This design comes from an exercise in tuning for small area on the open sky130 flow, not from production work. The RTL was checked by simulation tests, not by an equivalence proof against the original design. Power figures rest on the tool's default switching activity, not on a simulated workload.

==> flow/design.v (outline; a module is shown in full before it is edited, if it fits) <==
// module int_action_rom: 116 lines
// module layer_ctrl_v3: 987 lines
// module layer_ctrl_top: 85 lines
module layer_ctrl_top (
	input		CLK,
	input		RESETn,
	output		[32-1:0] TX_ADDR,
	output		[32-1:0] TX_DATA,
	output		TX_PEND,
	output		TX_REQ,
	input		TX_ACK,
	output		TX_PRIORITY,
	input		[32-1:0] RX_ADDR,
	input		[32-1:0] RX_DATA,
	input		RX_PEND,
	input		RX_REQ,
	output		RX_ACK,
	input		RX_BROADCAST,
	input		RX_FAIL,
	input		TX_FAIL,
	input		TX_SUCC,
	output		TX_RESP_ACK,
	output		MEM_REQ_OUT,
	output		MEM_WRITE,
	input		MEM_ACK_IN,
	output		MEM_PEND,
	output		[31:0] MEM_WR_DATA,
	input		[31:0] MEM_RD_DATA,
	output		[29:0] MEM_ADDR,
	input		[4-1:0] PREFIX_ADDR_IN,
	input		[12:0] INT_VECTOR,
	output		[12:0] CLR_INT,
	input		[24*64-1:0] REG_RD_DATA,
	output		[23:0] REG_WR_DATA,
	output		[63:0] REG_WR_EN
);
  // ...
==> flow/flow/run.sh <==
#!/bin/bash
# Layout flow: the standard flow (standard.sh) with
#  - an area-oriented ABC script for the combinational logic in synthesis
#    (flip-flops are mapped before ABC runs, so registers are unchanged),
#  - the smallest buffer cell (buf_1) for the port buffers,
#  - extra settings below.
# Each step's full output is in the ORFS logs; this script's own output
# goes to flow.log.
set -e
HERE=$(pwd)
# ORFS scripts with the ABC script replaced (all other scripts unchanged)
mkdir -p "$HERE/scripts"
for f in "$FLOW_HOME"/scripts/*; do ln -sf "$f" "$HERE/scripts/"; done
rm -f "$HERE/scripts/abc_speed.script"
cp "$HERE/flow/abc_area.script" "$HERE/scripts/abc_speed.script"
export SCRIPTS_DIR="$HERE/scripts"
export BUFFER_PORTS_ARGS="-buffer_cell sky130_fd_sc_hd__buf_1"
if [ -f "$HERE/flow/extra.sh" ]; then source "$HERE/flow/extra.sh"; fi
bash standard.sh > flow.log 2>&1
==> flow/flow/abc_area.script <==
strash
dc2
resub -K 8
rewrite -z
resub -K 10 -N 2
refactor -z
dc2
resub -K 12
&get -n
&st
&dch -f
&nf -a
&st
&syn2
&dch -f
&nf -a
&put
topo
==> flow/flow/extra.sh <==
# IO pins also on met4 on the top and bottom edges, so that a smaller die
# holds them at the default pin spacing
export IO_PLACER_V="met2 met4"
==> flow/standard.sh <==
#!/bin/bash
# synth_recipe.tcl (not shown) runs the flow's synth.tcl, then flattens the netlist and writes it again
# the make line also repeats each setting of config.mk as NAME=value (left out here)
make -C /OpenROAD-flow-scripts/flow DESIGN_CONFIG=/design/flow/config.mk WORK_HOME=/design/flow/orfs CLKGATE_MAP_FILE= SYNTH_SCRIPT=/design/flow/synth_recipe.tcl "${@:-finish}"
==> flow/config.mk <==
export PLATFORM = sky130hd
export DESIGN_NAME = layer_ctrl_top
export DESIGN_NICKNAME = layer_ctrl_top
export VERILOG_FILES = /design/flow/design.v
export SDC_FILE = /design/flow/constraint.sdc
export NUM_CORES = 4
export LEC_CHECK = 0
export CAP_MARGIN = 20
export CORE_AREA = 6 6 434 434
export CTS_CLUSTER_DIAMETER = 150
export CTS_CLUSTER_SIZE = 25
export DIE_AREA = 0 0 440 440
export PLACE_DENSITY = 0.35
export SLEW_MARGIN = 20
==> flow/constraint.sdc <==
create_clock -name core_clock -period 10.0 [get_ports {CLK}]
set_input_delay 2.0000 -clock core_clock [delete_from_list [all_inputs] [get_ports {CLK}]]
set_output_delay 2.0000 -clock core_clock [all_outputs]
set_load 0.01 [all_outputs]
==> results.sh, run 1 <==
export IMPL_first_pass_iters=12
export IMPL_via_per_inst=6.05
export IMPL_setup_viol=0
export IMPL_met2_usage=0.767
export IMPL_grt_busiest_layer="met2"
export IMPL_synthTopCellsByCount="nand2_1 (327), a222oi_1 (291), nor2_1 (272)"
export IMPL_outcome="no timing/DRC/antenna violations"
export IMPL_crit_top_cell="a21oi_1"
export IMPL_p_sw_uw=881
export IMPL_die_w_um=440
export IMPL_tightestPinTransition_ps=1320
export IMPL_place_ws_ps=1650
export IMPL_wl_mm=545
export IMPL_fin_ws_ps=1950
export IMPL_final_antenna_net_count=0
export IMPL_r2r_end="lc0.MEM_ADDR[26]"
export IMPL_synthTopCellsByArea="edfxtp_1 (19%), a222oi_1 (13%), a22oi_1 (8.2%), dfrtp_1 (6.7%), ha_1 (6.3%)"
export IMPL_die_h_um=440
export IMPL_cts_tree="built"
export IMPL_synth_cell_types=61
export IMPL_clk_latency_ps=580
export IMPL_ir_drop_uv=145
export IMPL_regArea_sq_um=5680
export IMPL_worst_hold_slack_ps=351
export IMPL_p_int_uw=1420
export IMPL_hold_start="lc0.INT_VECTOR_DL1[7]"
export IMPL_via_count=47080
export IMPL_dr_max_layer_used="met5"
==> run 2, diff against run 1 <==
--- a/flow/design.v
+++ b/flow/design.v
@@ -299,16 +299,20 @@
 reg		[5:0] ld_next_rf_idx;
 reg		[3:0] ld_next_int_idx;
 reg		[1:0] ld_next_int_cmd_cnt;
 reg		[29:0] ld_next_mem_aout;
 reg		[0:0] ld_next_mem_pend;
 reg		[0:0] ld_next_stream_channel;
 reg		[2:0] ld_next_stream_reg_update_state;
 reg		[19:0] ld_next_dma_counter;
+reg		[3:0] ld_next_lc_state;
+reg		[2:0] ld_next_mem_sub_state;
+reg		[0:0] ld_next_rx_pend_reg;
+reg		[0:0] ld_next_tx_pend;
 wire	[23:0] rf_in_array [0:63];
 genvar gi;
 generate
 	for (gi=0; gi<64; gi=gi+1)
 	begin: UNPACK
 		assign rf_in_array[gi] = REG_RD_DATA[24*gi +: 24];
 	end
 endgenerate
@@ -422,21 +426,21 @@
 		mem_write 	<= 0;
 		mem_read 	<= 0;
 		stream_alert_double_bf <= 1'b0;
 		stream_alert_overflow <= 1'b0;
 		stream_alert_buf_full <= 1'b0;
 	end
 	else
 	begin
-		lc_state <= next_lc_state;
-		rx_pend_reg <= next_rx_pend_reg;
-		mem_sub_state <= next_mem_sub_state;
+		if (ld_next_lc_state[0]) lc_state <= next_lc_state;
+		if (ld_next_rx_pend_reg[0]) rx_pend_reg <= next_rx_pend_reg;
+		if (ld_next_mem_sub_state[0]) mem_sub_state <= next_mem_sub_state;
 		TX_REQ <= next_tx_req;
-		TX_PEND <= next_tx_pend;
+		if (ld_next_tx_pend[0]) TX_PEND <= next_tx_pend;
 		RX_ACK	<= next_rx_ack;
 		TX_RESP_ACK <= next_tx_resp_ack;
 		wr_mode <= next_wr_mode;
 		clr_v <= next_clr_v;
 		layer_interrupted <= next_layer_interrupted;
 		mem_write	<= next_mem_write;
 		mem_read 	<= next_mem_read;
 		stream_alert_double_bf <= next_stream_alert_double_bf;
@@ -456,28 +460,32 @@
 	for (bi = 0; bi < 2; bi = bi + 1) if (ld_next_int_cmd_cnt[bi]) int_cmd_cnt[bi] <= next_int_cmd_cnt[bi];
 	for (bi = 0; bi < 30; bi = bi + 1) if (ld_next_mem_aout[bi]) MEM_ADDR[bi] <= next_mem_aout[bi];
 	if (ld_next_mem_pend) MEM_PEND <= next_mem_pend;
 	if (ld_next_stream_channel) stream_channel <= next_stream_channel;
 	for (bi = 0; bi < 3; bi = bi + 1) if (ld_next_stream_reg_update_state[bi]) stream_reg_update_state[bi] <= next_stream_reg_update_state[bi];
 end
 always @ *
 begin
-	next_lc_state = lc_state;
-	next_rx_pend_reg = rx_pend_reg;
-	next_mem_sub_state = mem_sub_state;
+	next_lc_state = {4{1'bx}};
+	ld_next_lc_state = {4{1'b0}};
+	next_rx_pend_reg = {1{1'bx}};
+	ld_next_rx_pend_reg = {1{1'b0}};
+	next_mem_sub_state = {3{1'bx}};
+	ld_next_mem_sub_state = {3{1'b0}};
 	next_dma_counter = {20{1'bx}};
 	ld_next_dma_counter = {20{1'b0}};
 	next_rx_dat_buffer = {32{1'bx}};
 	ld_next_rx_dat_buffer = {32{1'b0}};
 	next_tx_addr = {8{1'bx}};
 	ld_next_tx_addr = {8{1'b0}};
 	next_tx_data = {32{1'bx}};
 	ld_next_tx_data = {32{1'b0}};
-	next_tx_pend = TX_PEND;
+	next_tx_pend = {1{1'bx}};
+	ld_next_tx_pend = {1{1'b0}};
 	next_tx_req = TX_REQ;
 	next_rx_ack = RX_ACK;
 	next_tx_resp_ack = TX_RESP_ACK;
 	next_wr_mode	= 2'd0;
 	next_rf_idx = {6{1'bx}};
 	ld_next_rf_idx = {6{1'b0}};
 	next_clr_v = clr_v;
 	next_int_idx = {4{1'bx}};
@@ -513,327 +521,327 @@
 	if (MEM_ACK_IN_DL2 & MEM_REQ_OUT)
 	begin
 		next_mem_read = 0;
 		next_mem_write = 0;
 	end
 	case (lc_state)
 		LC_STATE_IDLE:
 		begin
-			next_mem_sub_state = 0;
-			next_tx_pend = 0;
+			begin next_mem_sub_state = 0; ld_next_mem_sub_state = {3{1'b1}}; end
+			begin next_tx_pend = 0; ld_next_tx_pend = {1{1'b1}}; end
 			next_layer_interrupted = 0;
 			if (stream_alert_overflow | stream_alert_double_bf | stream_alert_buf_full)
-				next_lc_state = LC_STATE_STREAM_ALERT;
+				begin next_lc_state = LC_STATE_STREAM_ALERT; ld_next_lc_state = {4{1'b1}}; end
 			else if ((INT_VECTOR_clocked != 0) && (~clr_v))
 			begin
 				begin next_int_idx = int_first; ld_next_int_idx = {4{1'b1}}; end
 				begin next_dma_counter = {16'b0, int_first}; ld_next_dma_counter = {20{1'b1}}; end
-				next_lc_state = LC_STATE_INT_ARBI;
+				begin next_lc_state = LC_STATE_INT_ARBI; ld_next_lc_state = {4{1'b1}}; end
 			end
 			else
 			begin
 				if (RX_REQ_DL2 | RX_FAIL_DL2)
 					next_rx_ack = 1;
 				if (RX_REQ_DL2 & (~RX_ACK))
 				begin
 					begin next_rx_dat_buffer = RX_DATA; ld_next_rx_dat_buffer = {32{1'b1}}; end
-					next_rx_pend_reg = RX_PEND_DL2;
+					begin next_rx_pend_reg = RX_PEND_DL2; ld_next_rx_pend_reg = {1{1'b1}}; end
 					case (RX_ADDR[3:0])
-						4'h1: begin next_lc_state = LC_STATE_RF_READ; end
-						4'h0: begin next_lc_state = LC_STATE_RF_WRITE; end
-						4'h3: begin next_lc_state = LC_STATE_MEM_READ; end
-						4'h2: begin next_lc_state = LC_STATE_MEM_WRITE; end
+						4'h1: begin begin next_lc_state = LC_STATE_RF_READ; ld_next_lc_state = {4{1'b1}}; end end
+						4'h0: begin begin next_lc_state = LC_STATE_RF_WRITE; ld_next_lc_state = {4{1'b1}}; end end
+						4'h3: begin begin next_lc_state = LC_STATE_MEM_READ; ld_next_lc_state = {4{1'b1}}; end end
+						4'h2: begin begin next_lc_state = LC_STATE_MEM_WRITE; ld_next_lc_state = {4{1'b1}}; end end
 						default:
 						begin
 							if ((RX_ADDR[3:2]==2'b01) && (RX_ADDR[1]==1'b0))
 							begin
 								begin next_stream_channel = RX_ADDR[0]; ld_next_stream_channel = {1{1'b1}}; end
-								next_lc_state = LC_STATE_STREAM_WRITE;
+								begin next_lc_state = LC_STATE_STREAM_WRITE; ld_next_lc_state = {4{1'b1}}; end
 							end
 							else if (RX_PEND_DL2)   
-								next_lc_state = LC_STATE_ERROR;
+								begin next_lc_state = LC_STATE_ERROR; ld_next_lc_state = {4{1'b1}}; end
 						end
 					endcase
 				end
 			end
 		end
 		LC_STATE_RF_READ:
 		begin
 			case (mem_sub_state)
 				0:
 				begin
 					if (~rx_pend_reg)
 					begin
 						begin next_dma_counter = {12'b0, rf_dma_length}; ld_next_dma_counter = {20{1'b1}}; end
 						begin next_rf_idx = rf_idx_temp; ld_next_rf_idx = {6{1'b1}}; end
-						next_mem_sub_state = 1;
+						begin next_mem_sub_state = 1; ld_next_mem_sub_state = {3{1'b1}}; end
 						begin next_tx_addr = rf_relay_addr; ld_next_tx_addr = {8{1'b1}}; end
 					end
 					else	 
 					begin
-						next_lc_state = LC_STATE_ERROR;
-						next_mem_sub_state = 0;
+						begin next_lc_state = LC_STATE_ERROR; ld_next_lc_state = {4{1'b1}}; end
+						begin next_mem_sub_state = 0; ld_next_mem_sub_state = {3{1'b1}}; end
 					end
 				end
 				1:
 				begin
 					if (~TX_REQ & ~TX_ACK_DL2)
 					begin
 						begin next_tx_data = {rx_dat_buffer[7:0], rf_rd_data}; ld_next_tx_data = {32{1'b1}}; end
 						next_tx_req = 1;
-						next_lc_state = LC_STATE_BUS_TX;
-						next_mem_sub_state = 2;
+						begin next_lc_state = LC_STATE_BUS_TX; ld_next_lc_state = {4{1'b1}}; end
+						begin next_mem_sub_state = 2; ld_next_mem_sub_state = {3{1'b1}}; end
 						if (dma_counter != 0)
 						begin
-							next_tx_pend = 1;
+							begin next_tx_pend = 1; ld_next_tx_pend = {1{1'b1}}; end
 							begin next_dma_counter = dma_counter_dec; ld_next_dma_counter = {20{1'b1}}; end
 						end
 						else
-							next_tx_pend = 0;
+							begin next_tx_pend = 0; ld_next_tx_pend = {1{1'b1}}; end
 					end
 				end
 				2:
 				begin
 					begin next_rx_dat_buffer[7:0] = rx_dat_buffer[7:0] + ((&rf_idx) ? 8'hc1 : 8'h01); ld_next_rx_dat_buffer[7:0] = {8{1'b1}}; end
 					begin next_rf_idx = rf_idx + 1'b1; ld_next_rf_idx = {6{1'b1}}; end
-					next_mem_sub_state = 1;
+					begin next_mem_sub_state = 1; ld_next_mem_sub_state = {3{1'b1}}; end
 				end
 			endcase
 		end
 		LC_STATE_RF_WRITE:
 		begin
 			case (mem_sub_state)
 				0:
 				begin
-					next_mem_sub_state = RF_WRITE_LOAD;
+					begin next_mem_sub_state = RF_WRITE_LOAD; ld_next_mem_sub_state = {3{1'b1}}; end
 				end
 				RF_WRITE_LOAD:
 				begin
 					next_wr_mode = (rx_dat_buffer[31:30] == 2'b00) ? 2'd1 : 2'd0;
 					if (channel_enable_set)	 
-						next_mem_sub_state = RF_WRITE_STREAM_COUNTER;
+						begin next_mem_sub_state = RF_WRITE_STREAM_COUNTER; ld_next_mem_sub_state = {3{1'b1}}; end
 					else
-						next_mem_sub_state = RF_WRITE_CHECK;
+						begin next_mem_sub_state = RF_WRITE_CHECK; ld_next_mem_sub_state = {3{1'b1}}; end
 				end
 				RF_WRITE_STREAM_COUNTER:
 				begin
 					begin next_rx_dat_buffer[23:0] = 24'd0; ld_next_rx_dat_buffer[23:0] = {24{1'b1}}; end		 
-					next_mem_sub_state = RF_WRITE_STREAM_LOAD;
+					begin next_mem_sub_state = RF_WRITE_STREAM_LOAD; ld_next_mem_sub_state = {3{1'b1}}; end
 				end
 				RF_WRITE_STREAM_LOAD:
 				begin
 					next_wr_mode = 2'd2;
-					next_mem_sub_state = RF_WRITE_CHECK;
+					begin next_mem_sub_state = RF_WRITE_CHECK; ld_next_mem_sub_state = {3{1'b1}}; end
 				end
 				RF_WRITE_CHECK:
 				begin
 					if (layer_interrupted)
-						next_mem_sub_state = RF_WRITE_INT_COPY;
+						begin next_mem_sub_state = RF_WRITE_INT_COPY; ld_next_mem_sub_state = {3{1'b1}}; end
 					else
 					begin
 						if (rx_pend_reg)
-							next_mem_sub_state = RF_WRITE_RECEIVE;
+							begin next_mem_sub_state = RF_WRITE_RECEIVE; ld_next_mem_sub_state = {3{1'b1}}; end
 						else
-							next_lc_state = LC_STATE_IDLE;
+							begin next_lc_state = LC_STATE_IDLE; ld_next_lc_state = {4{1'b1}}; end
 					end
 				end
 				RF_WRITE_RECEIVE:
 				begin
 					if (RX_REQ_DL2 & (~RX_ACK))
 					begin
 						next_rx_ack = 1;
-						next_mem_sub_state = 0;
+						begin next_mem_sub_state = 0; ld_next_mem_sub_state = {3{1'b1}}; end
 						begin next_rx_dat_buffer = RX_DATA; ld_next_rx_dat_buffer = {32{1'b1}}; end
-						next_rx_pend_reg = RX_PEND_DL2;
+						begin next_rx_pend_reg = RX_PEND_DL2; ld_next_rx_pend_reg = {1{1'b1}}; end
 					end
 					else if ((RX_FAIL_DL2) & (~RX_ACK))
 					begin
 						next_rx_ack = 1;
-						next_lc_state = LC_STATE_IDLE;
+						begin next_lc_state = LC_STATE_IDLE; ld_next_lc_state = {4{1'b1}}; end
 					end
 				end
 				RF_WRITE_INT_COPY:
 				begin
-					next_mem_sub_state = 0;
+					begin next_mem_sub_state = 0; ld_next_mem_sub_state = {3{1'b1}}; end
 					begin next_int_cmd_cnt = int_cmd_cnt + 1'b1; ld_next_int_cmd_cnt = {2{1'b1}}; end
 					if (rx_pend_reg)
 					begin
 						if (int_cmd_cnt==interrupt_command_length[int_idx])
-							next_rx_pend_reg = 1'b0;
+							begin next_rx_pend_reg = 1'b0; ld_next_rx_pend_reg = {1{1'b1}}; end
 						else
-							next_rx_pend_reg = 1'b1;
+							begin next_rx_pend_reg = 1'b1; ld_next_rx_pend_reg = {1{1'b1}}; end
 						case(int_cmd_cnt)
 							2'b10: begin begin next_rx_dat_buffer = interrupt_payload[int_idx][63:32]; ld_next_rx_dat_buffer = {32{1'b1}}; end end
 							2'b11: begin begin next_rx_dat_buffer = interrupt_payload[int_idx][31:0]; ld_next_rx_dat_buffer = {32{1'b1}}; end end
 						endcase
 					end
 					else
-						next_lc_state = LC_STATE_CLR_INT;
+						begin next_lc_state = LC_STATE_CLR_INT; ld_next_lc_state = {4{1'b1}}; end
 				end
 				default:
 				begin
 				end
 			endcase
 		end
 		LC_STATE_MEM_READ:
 		begin
 			case (mem_sub_state)
 				0:
 				begin
 					begin next_dma_counter = rx_dat_buffer[19:0]; ld_next_dma_counter = {20{1'b1}}; end
 					begin next_tx_addr = rx_dat_buffer[31:24]; ld_next_tx_addr = {8{1'b1}}; end
 					if (rx_pend_reg)
-						next_mem_sub_state = MEM_READ_WAIT_START_ADDRESS;
+						begin next_mem_sub_state = MEM_READ_WAIT_START_ADDRESS; ld_next_mem_sub_state = {3{1'b1}}; end
 					else
-						next_lc_state = LC_STATE_IDLE;
+						begin next_lc_state = LC_STATE_IDLE; ld_next_lc_state = {4{1'b1}}; end
 				end
 				MEM_READ_WAIT_START_ADDRESS:
 				begin
 					if (layer_interrupted)
 					begin
-						next_tx_pend = 1;
+						begin next_tx_pend = 1; ld_next_tx_pend = {1{1'b1}}; end
 						begin next_mem_aout = interrupt_payload[int_idx][63:34]; ld_next_mem_aout = {30{1'b1}}; end
 						if (interrupt_command_length[int_idx]==2'b11)
-							next_mem_sub_state = MEM_READ_WAIT_DEST_LOCATION;
+							begin next_mem_sub_state = MEM_READ_WAIT_DEST_LOCATION; ld_next_mem_sub_state = {3{1'b1}}; end
 						else
-							next_mem_sub_state = MEM_READ_ACCESS_READ;
+							begin next_mem_sub_state = MEM_READ_ACCESS_READ; ld_next_mem_sub_state = {3{1'b1}}; end
 					end
 					else
 					begin
 						if (RX_REQ_DL2 & (~RX_ACK))
 						begin
-							next_tx_pend = 1;
+							begin next_tx_pend = 1; ld_next_tx_pend = {1{1'b1}}; end
 							next_rx_ack = 1;
 							begin next_mem_aout = RX_DATA[31:2]; ld_next_mem_aout = {30{1'b1}}; end
 							if (RX_PEND_DL2)
-								next_mem_sub_state = MEM_READ_WAIT_DEST_LOCATION;
+								begin next_mem_sub_state = MEM_READ_WAIT_DEST_LOCATION; ld_next_mem_sub_state = {3{1'b1}}; end
 							else
-								next_mem_sub_state = MEM_READ_ACCESS_READ;
+								begin next_mem_sub_state = MEM_READ_ACCESS_READ; ld_next_mem_sub_state = {3{1'b1}}; end
 						end
 						else if (RX_FAIL_DL2 & (~RX_ACK))
 						begin
 							next_rx_ack = 1;
-							next_lc_state = LC_STATE_IDLE;
+							begin next_lc_state = LC_STATE_IDLE; ld_next_lc_state = {4{1'b1}}; end
 						end
 					end
 				end
 				MEM_READ_WAIT_DEST_LOCATION:
 				begin
 					if (layer_interrupted)
 					begin
 						begin next_tx_data = {interrupt_payload[int_idx][31:2], 2'b00}; ld_next_tx_data = {32{1'b1}}; end
-						next_mem_sub_state = MEM_READ_TX_DEST_LOC;
+						begin next_mem_sub_state = MEM_READ_TX_DEST_LOC; ld_next_mem_sub_state = {3{1'b1}}; end
 					end
 					else
 					begin
 						if (RX_REQ_DL2 & (~RX_ACK))
 						begin
 							next_rx_ack = 1;
 							begin next_tx_data = {RX_DATA[31:2], 2'b00}; ld_next_tx_data = {32{1'b1}}; end
 							if (RX_PEND_DL2)  
 							begin
-								next_rx_pend_reg = 1;
-								next_mem_sub_state = 0;
-								next_lc_state = LC_STATE_ERROR;
+								begin next_rx_pend_reg = 1; ld_next_rx_pend_reg = {1{1'b1}}; end
+								begin next_mem_sub_state = 0; ld_next_mem_sub_state = {3{1'b1}}; end
+								begin next_lc_state = LC_STATE_ERROR; ld_next_lc_state = {4{1'b1}}; end
 							end
 							else
-								next_mem_sub_state = MEM_READ_TX_DEST_LOC;
+								begin next_mem_sub_state = MEM_READ_TX_DEST_LOC; ld_next_mem_sub_state = {3{1'b1}}; end
 						end
 						else if (RX_FAIL_DL2 & (~RX_ACK))
 						begin
 							next_rx_ack = 1;
-							next_lc_state = LC_STATE_IDLE;
+							begin next_lc_state = LC_STATE_IDLE; ld_next_lc_state = {4{1'b1}}; end
 						end
 					end
 				end
 				MEM_READ_TX_DEST_LOC:
 				begin
 					if (~TX_REQ & ~TX_ACK_DL2)
 					begin
 						next_tx_req = 1;
-						next_mem_sub_state = MEM_READ_ACCESS_READ;
-						next_lc_state = LC_STATE_BUS_TX;
+						begin next_mem_sub_state = MEM_READ_ACCESS_READ; ld_next_mem_sub_state = {3{1'b1}}; end
+						begin next_lc_state = LC_STATE_BUS_TX; ld_next_lc_state = {4{1'b1}}; end
 					end
 				end
 				MEM_READ_ACCESS_READ:
 				begin
 					if (~MEM_REQ_OUT)
 					begin
 						next_mem_read = 1;
-						next_mem_sub_state = MEM_READ_ACCESS_WAIT;
+						begin next_mem_sub_state = MEM_READ_ACCESS_WAIT; ld_next_mem_sub_state = {3{1'b1}}; end
 						begin next_mem_pend = (dma_counter != 0); ld_next_mem_pend = {1{1'b1}}; end
 					end
 				end
 				MEM_READ_ACCESS_WAIT:
 				begin
 					if (MEM_ACK_IN_DL2)  
-						next_mem_sub_state = MEM_READ_TX_WAIT;
+						begin next_mem_sub_state = MEM_READ_TX_WAIT; ld_next_mem_sub_state = {3{1'b1}}; end
 				end
 				MEM_READ_TX_WAIT:
 				begin
 					if (~TX_REQ & ~TX_ACK_DL2)
 					begin
 						next_tx_req = 1;
 						begin next_tx_data = MEM_RD_DATA; ld_next_tx_data = {32{1'b1}}; end
-						next_lc_state = LC_STATE_BUS_TX;
-						next_mem_sub_state = MEM_READ_ACCESS_READ;
+						begin next_lc_state = LC_STATE_BUS_TX; ld_next_lc_state = {4{1'b1}}; end
+						begin next_mem_sub_state = MEM_READ_ACCESS_READ; ld_next_mem_sub_state = {3{1'b1}}; end
 						begin next_mem_aout = mem_addr_inc; ld_next_mem_aout = {30{1'b1}}; end
 						if (dma_counter != 0)
 						begin
 							begin next_dma_counter = dma_counter_dec; ld_next_dma_counter = {20{1'b1}}; end
-							next_tx_pend = 1;
+							begin next_tx_pend = 1; ld_next_tx_pend = {1{1'b1}}; end
 						end
 						else
-							next_tx_pend = 0;
+							begin next_tx_pend = 0; ld_next_tx_pend = {1{1'b1}}; end
 					end
 				end
 				default:
 				begin
 				end
 			endcase
 		end
 		LC_STATE_MEM_WRITE:
 		begin
 			case (mem_sub_state)
 				0:
 				begin
 					begin next_mem_aout = rx_dat_buffer[31:2]; ld_next_mem_aout = {30{1'b1}}; end
 					begin next_dma_counter = bulk_max_length; ld_next_dma_counter = {20{1'b1}}; end
 					if (~rx_pend_reg)  
-						next_lc_state = LC_STATE_IDLE;
+						begin next_lc_state = LC_STATE_IDLE; ld_next_lc_state = {4{1'b1}}; end
 					else if (~bulk_enable)	 
 					begin
-						next_mem_sub_state = 0;
-						next_lc_state = LC_STATE_ERROR;
+						begin next_mem_sub_state = 0; ld_next_mem_sub_state = {3{1'b1}}; end
+						begin next_lc_state = LC_STATE_ERROR; ld_next_lc_state = {4{1'b1}}; end
 					end
 					else
-						next_mem_sub_state = 1;
+						begin next_mem_sub_state = 1; ld_next_mem_sub_state = {3{1'b1}}; end
 				end
 				1:
 				begin
 					if (RX_REQ_DL2 & (~RX_ACK))
 					begin
 						next_rx_ack = 1;
-						next_mem_sub_state = 2;
+						begin next_mem_sub_state = 2; ld_next_mem_sub_state = {3{1'b1}}; end
 						begin next_rx_dat_buffer = RX_DATA; ld_next_rx_dat_buffer = {32{1'b1}}; end
-						next_rx_pend_reg = RX_PEND_DL2;
+						begin next_rx_pend_reg = RX_PEND_DL2; ld_next_rx_pend_reg = {1{1'b1}}; end
 					end
 					else if (RX_FAIL_DL2 & (~RX_ACK))
 					begin
 						next_rx_ack = 1;
-						next_lc_state = LC_STATE_IDLE;
+						begin next_lc_state = LC_STATE_IDLE; ld_next_lc_state = {4{1'b1}}; end
 					end
 				end
 				2:
 				begin
 					if (~MEM_REQ_OUT)
 					begin
 						next_mem_write = 1;
-						next_mem_sub_state = 3;
+						begin next_mem_sub_state = 3; ld_next_mem_sub_state = {3{1'b1}}; end
 						if ((bulk_ctrl_active) && (dma_counter==0))
 							begin next_mem_pend = 0; ld_next_mem_pend = {1{1'b1}}; end
 						else
 							begin next_mem_pend = rx_pend_reg; ld_next_mem_pend = {1{1'b1}}; end
 					end
 				end
 				3:
 				begin
@@ -841,69 +849,69 @@
 					begin
 						if (rx_pend_reg)
 						begin
 							if ((dma_counter != 0) || (~bulk_ctrl_active))
 							begin
 								if (bulk_ctrl_active)
 									begin next_dma_counter = dma_counter_dec; ld_next_dma_counter = {20{1'b1}}; end
 								begin next_mem_aout = mem_addr_inc; ld_next_mem_aout = {30{1'b1}}; end
-								next_mem_sub_state = 1;
+								begin next_mem_sub_state = 1; ld_next_mem_sub_state = {3{1'b1}}; end
 							end
 							else
 							begin
-								next_mem_sub_state = 0;
-								next_lc_state = LC_STATE_ERROR;
+								begin next_mem_sub_state = 0; ld_next_mem_sub_state = {3{1'b1}}; end
+								begin next_lc_state = LC_STATE_ERROR; ld_next_lc_state = {4{1'b1}}; end
 							end
 						end
 						else
-							next_lc_state = LC_STATE_IDLE;
+							begin next_lc_state = LC_STATE_IDLE; ld_next_lc_state = {4{1'b1}}; end
 					end
 				end
 				default:
 				begin
 				end
 			endcase
 		end
 		LC_STATE_STREAM_WRITE:
 		begin
 			case (mem_sub_state)
 				0:
 				begin
 					if (stream_enable)
 					begin
 						begin next_mem_aout = stream_write_buffer_tagt; ld_next_mem_aout = {30{1'b1}}; end
 						begin next_mem_pend = ((stream_wrapping & rx_pend_reg) | (rx_pend_reg & stream_remaining)); ld_next_mem_pend = {1{1'b1}}; end
-						next_mem_sub_state = STREAM_MEM_WRITE;
+						begin next_mem_sub_state = STREAM_MEM_WRITE; ld_next_mem_sub_state = {3{1'b1}}; end
 					end
 					else
 					begin
 						if (rx_pend_reg)
 						begin
-							next_mem_sub_state = 0;
-							next_lc_state = LC_STATE_ERROR;
+							begin next_mem_sub_state = 0; ld_next_mem_sub_state = {3{1'b1}}; end
+							begin next_lc_state = LC_STATE_ERROR; ld_next_lc_state = {4{1'b1}}; end
 						end
 						else
-							next_lc_state = LC_STATE_IDLE;
+							begin next_lc_state = LC_STATE_IDLE; ld_next_lc_state = {4{1'b1}}; end
 					end
 				end
 				STREAM_MEM_WRITE:
 				begin
 					if (~MEM_REQ_OUT)
 					begin
 						next_mem_write = 1;
-						next_mem_sub_state = STREAM_MEM_WAIT;
+						begin next_mem_sub_state = STREAM_MEM_WAIT; ld_next_mem_sub_state = {3{1'b1}}; end
 					end
 				end
 				STREAM_MEM_WAIT:
 				begin
 					begin next_dma_counter = 1; ld_next_dma_counter = {20{1'b1}}; end
 					begin next_stream_reg_update_state = STREAM_REG2_UPDATE; ld_next_stream_reg_update_state = {3{1'b1}}; end
 					if (MEM_ACK_IN_DL2)
-						next_mem_sub_state = STREAM_MEM_REG_UPDATE;
+						begin next_mem_sub_state = STREAM_MEM_REG_UPDATE; ld_next_mem_sub_state = {3{1'b1}}; end
 				end
 				STREAM_MEM_REG_UPDATE:
 				begin
 					case (stream_reg_update_state)
 						STREAM_REG2_UPDATE:
 						begin
 							begin next_stream_reg_update_state = STREAM_REG3_UPDATE; ld_next_stream_reg_update_state = {3{1'b1}}; end
 							if (~stream_remaining)
@@ -967,136 +975,136 @@
 								begin next_dma_counter = 1; ld_next_dma_counter = {20{1'b1}}; end
 								begin next_stream_reg_update_state = STREAM_ERROR_CHECK; ld_next_stream_reg_update_state = {3{1'b1}}; end
 							end
 						end
 						STREAM_ERROR_CHECK:
 						begin
 							if ((~stream_enable) & (rx_pend_reg))
 							begin
-								next_mem_sub_state = 0;
-								next_lc_state = LC_STATE_ERROR;
+								begin next_mem_sub_state = 0; ld_next_mem_sub_state = {3{1'b1}}; end
+								begin next_lc_state = LC_STATE_ERROR; ld_next_lc_state = {4{1'b1}}; end
 							end
 							else if (MEM_PEND)
-								next_mem_sub_state = STREAM_RECEIVE;
+								begin next_mem_sub_state = STREAM_RECEIVE; ld_next_mem_sub_state = {3{1'b1}}; end
 							else
-								next_lc_state = LC_STATE_IDLE;
+								begin next_lc_state = LC_STATE_IDLE; ld_next_lc_state = {4{1'b1}}; end
 						end
 						default:
 						begin
 						end
 					endcase
 				end
 				STREAM_RECEIVE:
 				begin
 					if (RX_REQ_DL2 & (~RX_ACK))
 					begin
 						next_rx_ack = 1;
-						next_mem_sub_state = 0;
+						begin next_mem_sub_state = 0; ld_next_mem_sub_state = {3{1'b1}}; end
 						begin next_rx_dat_buffer = RX_DATA; ld_next_rx_dat_buffer = {32{1'b1}}; end
-						next_rx_pend_reg = RX_PEND_DL2;
+						begin next_rx_pend_reg = RX_PEND_DL2; ld_next_rx_pend_reg = {1{1'b1}}; end
 					end
 					else if ((RX_FAIL_DL2) & (~RX_ACK))
 					begin
 						next_rx_ack = 1;
-						next_lc_state = LC_STATE_IDLE;
+						begin next_lc_state = LC_STATE_IDLE; ld_next_lc_state = {4{1'b1}}; end
 					end
 				end
 				default:
 				begin
 				end
 			endcase
 		end
 		LC_STATE_STREAM_ALERT:
 		begin
 			if (~TX_REQ & ~TX_ACK_DL2)
 			begin
 				next_tx_req = 1;
 				begin next_tx_addr = stream_reg0[23:16]; ld_next_tx_addr = {8{1'b1}}; end
 				begin next_tx_data = {stream_reg1[23:16], PREFIX_ADDR_IN, 2'b01, 1'b0, stream_channel,
 								stream_enable, stream_alert_buf_full, stream_alert_double_bf, stream_alert_overflow, 12'b0}; ld_next_tx_data = {32{1'b1}}; end
-				next_tx_pend = 0;
-				next_lc_state = LC_STATE_BUS_TX;
+				begin next_tx_pend = 0; ld_next_tx_pend = {1{1'b1}}; end
+				begin next_lc_state = LC_STATE_BUS_TX; ld_next_lc_state = {4{1'b1}}; end
 				next_stream_alert_double_bf = 1'b0;
 				next_stream_alert_overflow = 1'b0;
 				next_stream_alert_buf_full = 1'b0;
 			end
 		end
 		LC_STATE_BUS_TX:
 		begin  
 			if (TX_FAIL_DL2)
-				next_lc_state = LC_STATE_CLR_INT;
+				begin next_lc_state = LC_STATE_CLR_INT; ld_next_lc_state = {4{1'b1}}; end
 			else if (TX_ACK_DL2)
 			begin
 				if (TX_PEND)
-					next_lc_state = mem_sub_state[1] ? LC_STATE_RF_READ : LC_STATE_MEM_READ;
+					begin next_lc_state = mem_sub_state[1] ? LC_STATE_RF_READ : LC_STATE_MEM_READ; ld_next_lc_state = {4{1'b1}}; end
 				else
-					next_lc_state = LC_STATE_WAIT_CPL;
+					begin next_lc_state = LC_STATE_WAIT_CPL; ld_next_lc_state = {4{1'b1}}; end
 			end
 		end
 		LC_STATE_WAIT_CPL:
 		begin
 			if (TX_SUCC_DL2 | TX_FAIL_DL2)
-				next_lc_state = LC_STATE_CLR_INT;
+				begin next_lc_state = LC_STATE_CLR_INT; ld_next_lc_state = {4{1'b1}}; end
 		end
 		LC_STATE_INT_ARBI:
 		begin
 			if (dma_counter == 0)
-				next_lc_state = LC_STATE_INT_HANDLED;
+				begin next_lc_state = LC_STATE_INT_HANDLED; ld_next_lc_state = {4{1'b1}}; end
 			else
 				begin next_dma_counter = dma_counter_dec; ld_next_dma_counter = {20{1'b1}}; end
 		end
 		LC_STATE_INT_HANDLED:
 		begin
 			next_layer_interrupted = 1;
 			if ((interrupt_command_length[int_idx])==2'b00)
-				next_lc_state = LC_STATE_CLR_INT;
+				begin next_lc_state = LC_STATE_CLR_INT; ld_next_lc_state = {4{1'b1}}; end
 			else
 			begin
 				begin next_rx_dat_buffer = interrupt_payload[int_idx][95:64]; ld_next_rx_dat_buffer = {32{1'b1}}; end
 				case (interrupt_functional_id[int_idx])
-					4'h0: begin next_lc_state = LC_STATE_RF_WRITE; next_rx_pend_reg = interrupt_command_length[int_idx][1]; begin next_int_cmd_cnt = 2; ld_next_int_cmd_cnt = {2{1'b1}}; end end
-					4'h1: begin next_lc_state = LC_STATE_RF_READ; next_rx_pend_reg = 0; end
-					4'h3: begin next_lc_state = LC_STATE_MEM_READ; next_rx_pend_reg = 1; end
-					default: begin next_lc_state = LC_STATE_CLR_INT; end	 
+					4'h0: begin begin next_lc_state = LC_STATE_RF_WRITE; ld_next_lc_state = {4{1'b1}}; end begin next_rx_pend_reg = interrupt_command_length[int_idx][1]; ld_next_rx_pend_reg = {1{1'b1}}; end begin next_int_cmd_cnt = 2; ld_next_int_cmd_cnt = {2{1'b1}}; end end
+					4'h1: begin begin next_lc_state = LC_STATE_RF_READ; ld_next_lc_state = {4{1'b1}}; end begin next_rx_pend_reg = 0; ld_next_rx_pend_reg = {1{1'b1}}; end end
+					4'h3: begin begin next_lc_state = LC_STATE_MEM_READ; ld_next_lc_state = {4{1'b1}}; end begin next_rx_pend_reg = 1; ld_next_rx_pend_reg = {1{1'b1}}; end end
+					default: begin begin next_lc_state = LC_STATE_CLR_INT; ld_next_lc_state = {4{1'b1}}; end end	 
 				endcase
 			end
 		end
 		LC_STATE_ERROR:
 		begin
 			case (mem_sub_state)
 				0:
 				begin
 					if (RX_REQ_DL2 & (~RX_ACK))
 					begin
-						next_rx_pend_reg = RX_PEND_DL2;
-						next_mem_sub_state = 1;
+						begin next_rx_pend_reg = RX_PEND_DL2; ld_next_rx_pend_reg = {1{1'b1}}; end
+						begin next_mem_sub_state = 1; ld_next_mem_sub_state = {3{1'b1}}; end
 					end
 				end
 				1:
 				begin
 					if (~rx_pend_reg)
 					begin
 						next_rx_ack = 1;
-						next_lc_state = LC_STATE_IDLE;
+						begin next_lc_state = LC_STATE_IDLE; ld_next_lc_state = {4{1'b1}}; end
 					end
 					else if (RX_FAIL_DL2)
 					begin
 						next_rx_ack = 1;
-						next_lc_state = LC_STATE_IDLE;
+						begin next_lc_state = LC_STATE_IDLE; ld_next_lc_state = {4{1'b1}}; end
 					end
 				end
 				default:
 				begin
 				end
 			endcase
 		end
 		LC_STATE_CLR_INT:
 		begin
-			next_lc_state = LC_STATE_IDLE;
+			begin next_lc_state = LC_STATE_IDLE; ld_next_lc_state = {4{1'b1}}; end
 			if (layer_interrupted)
 				next_clr_v = 1'b1;
 		end
 		default:
 		begin
 		end
 	endcase
 end
==> flow/flow/abc_area.script (replaced) <==
strash
dc2
resub -K 8
rewrite -z
resub -K 10 -N 2
refactor -z
dc2
resub -K 12
rewrite -z
resub -K 12 -N 2
dc2
&get -n
&st
&dch -f
&nf -a
&st
&syn2
&dch -f
&nf -a
&st
&dch -f
&nf -a
&put
topo
==> flow/flow/extra.sh (replaced) <==
# IO pins also on met4 on the top and bottom edges, so that a smaller die
# holds them at the default pin spacing
export IO_PLACER_V="met2 met4"
# Downsize gates off the critical paths after global routing
export RECOVER_POWER=100
==> run 2 against run 1 <==
Effect of this change:
- the layout now fails its checks (max-capacitance violations, max-slew violations)
- synthesized cell count decreased by 1.6%
- cell area decreased by 1.6%
- critical endpoint is now lc0.rx_dat_buffer[15]
- clock power increased by 12%
- final cell count decreased by 1.0%
- non-clock buffer count decreased by 3
- clock skew increased by 28 ps
- register-to-register slack got worse by 1300 ps
- hold slack improved by 4.1 ps
==> results.sh, run 2 <==
export IMPL_synth_ff_type="edfxtp_1"
export IMPL_route_detailed_drc=0
export IMPL_fin_skew_ps=45.2
export IMPL_fin_crit_ps=9200
export IMPL_postCtsHoldBufs=0
export IMPL_crit_end="lc0.rx_dat_buffer[15]"
export IMPL_grt_max_degree=61
export IMPL_final_antenna_net_count=0
export IMPL_die_h_um=440
export IMPL_r2r_end="lc0.rx_dat_buffer[15]"
export IMPL_cts_root_buf="clkbuf_16"
export IMPL_fillers=21550
export IMPL_drive_above_1_share=0.0595
export IMPL_synthTopCellsByArea="edfxtp_1 (19%), a222oi_1 (14%), dfrtp_1 (6.7%), a22oi_1 (6.5%), ha_1 (6.4%)"
export IMPL_start_kind="primary input"
export IMPL_rrSetupSlack_ps=1360
export IMPL_drv_cap=12
export IMPL_p_sw_uw=3690
export IMPL_avgSynthCellArea_sq_um=8.37
export IMPL_drt_iter0_drc=10169
export IMPL_core_sq_um=181000
export IMPL_p_seq_frac=0.253
export IMPL_cts_sink_count=199
export IMPL_critPathMaxFanout=16
export IMPL_yosys_register_bits=199
export IMPL_tightestPinTransition_ps=3910
export IMPL_clk_latency_ps=590
export IMPL_cts_buffers=17
export IMPL_reg_largest_list="lc0.TX_DATA (32), lc0.rx_dat_buffer (32), lc0.MEM_ADDR (30)"
export IMPL_ir_drop_uv=153
export IMPL_layout_nets=6470
export IMPL_syn_to_final_growth_pct=60.9
export IMPL_wl_mm=550
export IMPL_rows=156
export IMPL_start_util=0.123
export IMPL_die_area_sq_um=194000
export IMPL_outcome="finished with violations"
export IMPL_max_freq_mhz=109
export IMPL_synthCells=2661
export IMPL_wl_per_cell_um=71.4
export IMPL_num_io_pins=1894
export IMPL_synth_top_cell_area_share=0.187
export IMPL_cp_end_kind="register"
export IMPL_yosysMostFrequentCell="nand2_1"
export IMPL_hp_class="register to register"
export IMPL_rsz0062_at_grt="false"
export IMPL_antenna_found_initial=732
export IMPL_switching_share=0.595
export IMPL_clockBufferDepth=2
export IMPL_ys_seq_area_frac=0.255
export IMPL_via_per_inst=6.20
export IMPL_crit_required_ps=10170
export IMPL_via_count=47721
export IMPL_pwr_share_comb=0.611
export IMPL_power_density_nw_per_um2=173
export IMPL_final_cell_mix="buf_1 (1,809), nand2_1 (312), a222oi_1 (306)"
export IMPL_multi_input_area_sq_um=16500
export IMPL_first_pass_iters=11
export IMPL_min_period_over_period=0.920
export IMPL_dp_hpwl_mm=470
export IMPL_path_class="primary input to register"
export IMPL_gp_congestion=1.13
export IMPL_total_power_uw=6200
export IMPL_regArea_sq_um=5680
export IMPL_grt_pass1_wl_mm=643
export IMPL_fin_util=0.198
export IMPL_synth_cell_types=60
export IMPL_p_int_uw=2510
export IMPL_grt_ovfl_total=0
export IMPL_arrival_ps=9380
export IMPL_reg2reg_depth=27
export IMPL_die_w_um=440
export IMPL_cts_tree="built"
export IMPL_syn_area_sq_um=22300
export IMPL_setup_viol=0
export IMPL_async_flop_share=0.302
export IMPL_tns_ps=0
export IMPL_layout_commonest_cell="buf_1"
export IMPL_setup_worst_path_start="REG_RD_DATA[1009]"
export IMPL_maxSlewHeadroom=-1.61
export IMPL_postCtsSetupRepairBufs=0
export IMPL_hold_viol=0
export IMPL_cts_resized=0
export IMPL_r2r_start="lc0.stream_channel"
export IMPL_grt_pass1_vias=42430
export IMPL_synth_edf_count=139
export IMPL_cts_max_level=4
export IMPL_synth_top_cell_by_area="edfxtp_1"
export IMPL_p_clk_frac=0.136
export IMPL_grtUsageTotal=0.540
export IMPL_drv_slew=267
export IMPL_ys_warn_count=2
export IMPL_synthTopCellsByCount="nand2_1 (312), a222oi_1 (306), nor2_1 (282)"
export IMPL_clk_pin_slew_worst_paths_ps=100
export IMPL_port_buffers=1839
export IMPL_power_leakage_uw=0.0110
export IMPL_so_violations="max-capacitance violations, max-slew violations"
-- run 2: changes by cell type in the layout (fill, tap and decap cells not counted), sizes merged, moves of 23 or more --
cell / delta
buf: -60
diode: -31
a221oi: +42
a22oi: -52
clkbuf: +57
a21oi: -27
a22o: +23
-- run 2: cell families (layout without fill, tap and decap cells) --
| family | Yosys count | in the layout | synth area share |
|---|---|---|---|
| XOR/XNOR | 19 | 19 | 0.00747 |
| multiplexers | 93 | 93 | 0.0445 |
| AO/OA/AOI/OAI | 1094 | 1094 | 0.387 |
| other | 1 | 648 | 0.000168 |
| flip-flops | 199 | 199 | 0.255 |
| adder cells (fa/ha/maj) | 115 | 115 | 0.0649 |
| buffers and inverters | 119 | 2143 | 0.0283 |
| AND/OR/NAND/NOR | 1021 | 1021 | 0.213 |
-- run 2: metrics by stage --
| step | hold slack, ps | worst slack [ps] | cells | area [sq um] |
|---|---|---|---|---|
| floorplan | 331 | 1330 | 2685 | 22400 |
| global placement | 333 | 1310 | 7042 | 33800 |
| detailed placement | 335 | 1400 | 7046 | 33800 |
| CTS | 353 | 1930 | 7078 | 34400 |
| global route | 360 | 1070 | 7535 | 35400 |
| finish | 355 | 796 | 7702 | 35800 |
-- run 2: worst min-delay path by stage --
stage | cells past startpoint | endpoint | from
final | 0 | lc0.INT_VECTOR_clocked[12] | lc0.INT_VECTOR_DL1[12]
after global routing | 0 | lc0.MEM_ACK_IN_DL2 | lc0.MEM_ACK_IN_DL1
after CTS | 0 | lc0.MEM_ACK_IN_DL2 | lc0.MEM_ACK_IN_DL1
after detailed placement | 0 | lc0.RX_FAIL_DL2 | lc0.RX_FAIL_DL1
after global placement | 0 | lc0.RX_FAIL_DL2 | lc0.RX_FAIL_DL1
after floorplan | 0 | lc0.INT_VECTOR_clocked[0] | lc0.INT_VECTOR_DL1[0]
-- run 2: power by group through the flow --
stage          logic [uW]  registers (uW)  clock network (uW)
2_1_floorplan        1360            1430                   0
3_3_place_gp         3580            1570                   0
3_5_place_dp         3550            1560                   0
4_1_cts              3570            1550                 831
5_1_grt              3730            1570                 865
6_report             3790            1570                 841
-- run 2: metal layers --
layer  global-route usage  vias up  routed length, um
li1                     -    16261                  -
met1                0.507    23584             169000
met2                0.777     5358             225000
met3                0.239     2450              60800
met4                0.719       68              94100
met5              0.00932        -                699
-- run 2: layout make-up --
class	count	area share
Multi-Input combinational cell	2367	0.459
Timing Repair Buffer	2041	0.232
Sequential cell	199	0.158
Tap cell	2370	0.0827
Antenna cell	623	0.0435
Clock buffer	18	0.0126
Inverter	70	0.00733
Clock inverter	14	0.00475
-- run 2: worst max-delay path: stages --
cell and delay, ps:
clkbuf_1 320, mux2_1 680, ha_1 350, a21boi_0 130
o21a_1 180, o21a_1 170, o21a_1 190, o21a_1 190
o21a_1 170, o21a_1 170, o21a_1 210, o21a_1 200
o21a_1 170, o21a_1 180, o21a_1 170, o21a_1 170
o21a_1 170, o21a_1 160, o21a_1 160, o21a_1 160
o21a_1 160, o21ai_0 510, nor3b_1 540, mux2_1 290
a21oi_1 80, o221ai_1 380, clkbuf_1 1050
==> run 3, diff against run 2 <==
==> flow/flow/extra.sh (replaced) <==
# IO pins also on met4 on the top and bottom edges, so that a smaller die
# holds them at the default pin spacing
export IO_PLACER_V="met2 met4"
==> run 3 against run 2 <==
Effect of this change:
- now clean on timing, DRC and antenna
- worst setup slack gained 860 ps
- routed wire length shrank 0.18%
- die area did not move
- clock skew shrank 0.88 ps
- sequential share of layout area shrank 0.090 points
- core utilization grew 0.11 points
- first-iteration DRC count rose by 0.80%
==> results.sh, run 3 <==
export IMPL_die_w_um=440
export IMPL_min_to="lc0.TX_FAIL_DL2"
export IMPL_grt_pass1_wl_mm=643
export IMPL_grtUsageTotal=0.540
export IMPL_final_antenna_net_count=0
export IMPL_rrSetupSlack_ps=2220
export IMPL_synthTopCellsByArea="edfxtp_1 (19%), a222oi_1 (14%), dfrtp_1 (6.7%), a22oi_1 (6.5%), ha_1 (6.4%)"
export IMPL_regArea_sq_um=5680
export IMPL_r2r_end="lc0.rx_dat_buffer[23]"
export IMPL_die_area_sq_um=194000
export IMPL_power_leakage_uw=0.0111
export IMPL_fin_crit_ps=8350
export IMPL_dp_hpwl_mm=470
export IMPL_num_io_pins=1894
export IMPL_total_power_uw=6220
export IMPL_synth_ff_type="edfxtp_1"
export IMPL_p_clk_frac=0.135
export IMPL_fin_skew_ps=44.3
export IMPL_synth_top_cell_area_share=0.187
export IMPL_drv_slew=0
export IMPL_yosysMostFrequentCell="nand2_1"
export IMPL_place_area_sq_um=33800
export IMPL_arrival_ps=8560
export IMPL_via_count=47759
export IMPL_ys_warn_count=2
export IMPL_cts_max_level=4
export IMPL_drt_iter0_drc=10250
export IMPL_postCtsHoldBufs=0
export IMPL_drive_above_1_share=0.0675
export IMPL_reg2reg_depth=27
export IMPL_ys_seq_area_frac=0.255
export IMPL_tns_ps=0
export IMPL_switching_share=0.593
export IMPL_cts_root_buf="clkbuf_16"
export IMPL_cts_resized=0
export IMPL_crit_top_cell="o21a_1"
export IMPL_port_buffers=1839
export IMPL_place_ws_ps=1400
export IMPL_rsz0062_at_grt="false"
export IMPL_reg_largest_list="lc0.TX_DATA (32), lc0.rx_dat_buffer (32), lc0.MEM_ADDR (30)"
export IMPL_tightestPinTransition_ps=1260
export IMPL_syn_area_sq_um=22300
export IMPL_cts_tree="built"
export IMPL_cp_end_kind="register"
export IMPL_grt_ovfl_total=0
export IMPL_synth_top_cell_by_area="edfxtp_1"
export IMPL_synth_edf_count=139
export IMPL_crit_required_ps=10220
export IMPL_rows=156
export IMPL_cts_buffers=17
export IMPL_start_kind="primary input"
export IMPL_cp_slowest_cell="mux2_1"
export IMPL_r2r_start="lc0.stream_channel"
export IMPL_synthCells=2661
export IMPL_start_util=0.123
export IMPL_hold_start="lc0.TX_FAIL_DL1"
export IMPL_antenna_found_initial=732
export IMPL_path_class="primary input to register"
export IMPL_hp_class="register to register"
export IMPL_fillers=21542
export IMPL_slowest_delay_ps=680
export IMPL_maxSlewHeadroom=0.163
export IMPL_die_h_um=440
export IMPL_hold_path_depth=0
export IMPL_gp_congestion=1.13
export IMPL_clk_pin_slew_worst_paths_ps=90
export IMPL_drv_cap=0
export IMPL_hold_viol=0
export IMPL_p_int_uw=2530
export IMPL_grt_max_degree=61
export IMPL_async_flop_share=0.302
export IMPL_power_density_nw_per_um2=172
export IMPL_ir_drop_uv=153
export IMPL_p_sw_uw=3690
export IMPL_syn_to_final_growth_pct=61.8
export IMPL_outcome="no timing/DRC/antenna violations"
export IMPL_synthTopCellsByCount="nand2_1 (312), a222oi_1 (306), nor2_1 (282)"
export IMPL_fin_ws_ps=1650
export IMPL_first_pass_iters=14
export IMPL_setup_worst_path_start="REG_RD_DATA[1009]"
export IMPL_route_detailed_drc=0
export IMPL_p_seq_frac=0.252
export IMPL_via_per_inst=6.18
export IMPL_synth_cell_types=60
export IMPL_max_freq_mhz=120
export IMPL_avgSynthCellArea_sq_um=8.37
export IMPL_final_cell_mix="buf_1 (1,838), nand2_1 (311), a222oi_1 (306)"
export IMPL_setup_viol=0
export IMPL_yosys_register_bits=199
export IMPL_clk_latency_ps=590
export IMPL_clockBufferDepth=2
export IMPL_multi_input_area_sq_um=16500
export IMPL_wl_mm=549
export IMPL_cts_sink_count=199
export IMPL_layout_nets=6470
export IMPL_min_period_over_period=0.835
export IMPL_postCtsSetupRepairBufs=0
export IMPL_final_area_sq_um=36100
export IMPL_critPathMaxFanout=16
export IMPL_core_sq_um=181000
export IMPL_wl_per_cell_um=71.1
export IMPL_grt_pass1_vias=42430
export IMPL_pwr_share_comb=0.612
export IMPL_layout_commonest_cell="buf_1"
-- run 3: changes by cell type in the layout (fill, tap and decap cells not counted), moves of 2 or more --
cell and delta:
nor4_1 -2, diode_2 +22, nor4_2 +2, buf_4 +28, a21oi_1 -2, a21oi_2 +2
buf_1 +29, nor2_1 -2, nor2_2 +2, clkbuf_1 -58
-- run 3: kinds of logic after synthesis --
| group | synth area share |
|---|---|
| AOI/OAI and AO/OA | 0.387 |
| and+or+nand+nor | 0.213 |
| DFF | 0.255 |
| buffers and inverters | 0.0283 |
| adders and majority gates | 0.0649 |
| muxes | 0.0445 |
| xor gates and xnor gates | 0.00747 |
| other | 0.000168 |
-- run 3: how the worst max path moves through the flow --
| stage | endpoint | slack, ps | depth (start not counted) |
|---|---|---|---|
| after global routing | lc0.rx_dat_buffer[7] | 1800 | 27 |
| after floorplan | lc0.rx_dat_buffer[0] | 1330 | 26 |
| final | lc0.rx_dat_buffer[23] | 1650 | 27 |
| after global placement | lc0.rx_dat_buffer[4] | 1310 | 27 |
| after detailed placement | lc0.rx_dat_buffer[4] | 1400 | 27 |
| after CTS | lc0.rx_dat_buffer[0] | 1930 | 27 |
-- run 3: layout make-up --
class / count / area share
multi-input combinational: 2367 / 0.458
timing repair buffer: 2041 / 0.233
sequential: 199 / 0.157
tap: 2370 / 0.0823
antenna: 645 / 0.0448
clock buffer: 18 / 0.0125
inverter: 70 / 0.00729
clock inverter: 14 / 0.00472
-- run 3: worst max-delay path, delay by kind of cell --
family                     cells  cell delay, ps
muxes                          2             940
and+or+nand+nor                1             430
AOI/OAI and AO/OA             21            4050
buffers and inverters          2             720
adders and majority gates      1             350
-- run 3: stage by stage --
step / hold slack, ps / cells / utilization
after floorplan: 331 / 2685 / -
after global placement: 333 / 7042 / 0.186
after global routing: 360 / 7544 / 0.196
final: 355 / 7724 / 0.199
after CTS: 353 / 7078 / 0.190
after detailed placement: 335 / 7046 / 0.186
-- run 3: power groups by stage --
stage / logic (uW) / registers (uW) / clock network, uW
detailed placement: 3550 / 1560 / 0
finish: 3810 / 1570 / 841
global placement: 3580 / 1570 / 0
floorplan: 1360 / 1430 / 0
global route: 3750 / 1560 / 865
CTS: 3570 / 1550 / 831
-- run 3: layer usage --
layer | part of all wire | track usage | vias to the layer above | wire, um
met4 | 0.18 | 0.719 | 82 | 96200
met5 | 0.0010 | 0.00932 | - | 566
met1 | 0.31 | 0.507 | 23601 | 168000
met3 | 0.11 | 0.239 | 2466 | 61700
met2 | 0.41 | 0.777 | 5343 | 223000
li1 | - | - | 16267 | -

[re-timing with driven ports]
No port has a modelled driver above. Below, the same layouts with a new extraction and two added sets of constraints.
Step 1 (the two cells are an assumption about what drives the block):
set clk [get_ports {CLK}]
set_driving_cell -lib_cell sky130_fd_sc_hd__clkbuf_16 $clk
set_driving_cell -lib_cell sky130_fd_sc_hd__buf_2 [delete_from_list [all_inputs] $clk]
Step 2 moves the port delays by t, midway between the first and last clock arrival at a register: inputs arrive t later, outputs are due t later. That takes back most of the time a late clock gives input paths.
Three values: ideal ports, drivers, drivers and shift; two values: the first two.
run	t, ns	slack for setup (ns)	hold slack, ns	latest minus earliest clock arrival (ns)
run 1	0.665	1.952 / 2.022 / 1.357	0.351 / 0.351 / 0.351	0.017 / 0.018
run 2	0.653	0.796 / 0.844 / 0.190	0.355 / 0.355 / 0.355	0.045 / 0.045
run 3	0.652	1.654 / 1.700 / 1.048	0.355 / 0.355 / 0.355	0.044 / 0.044
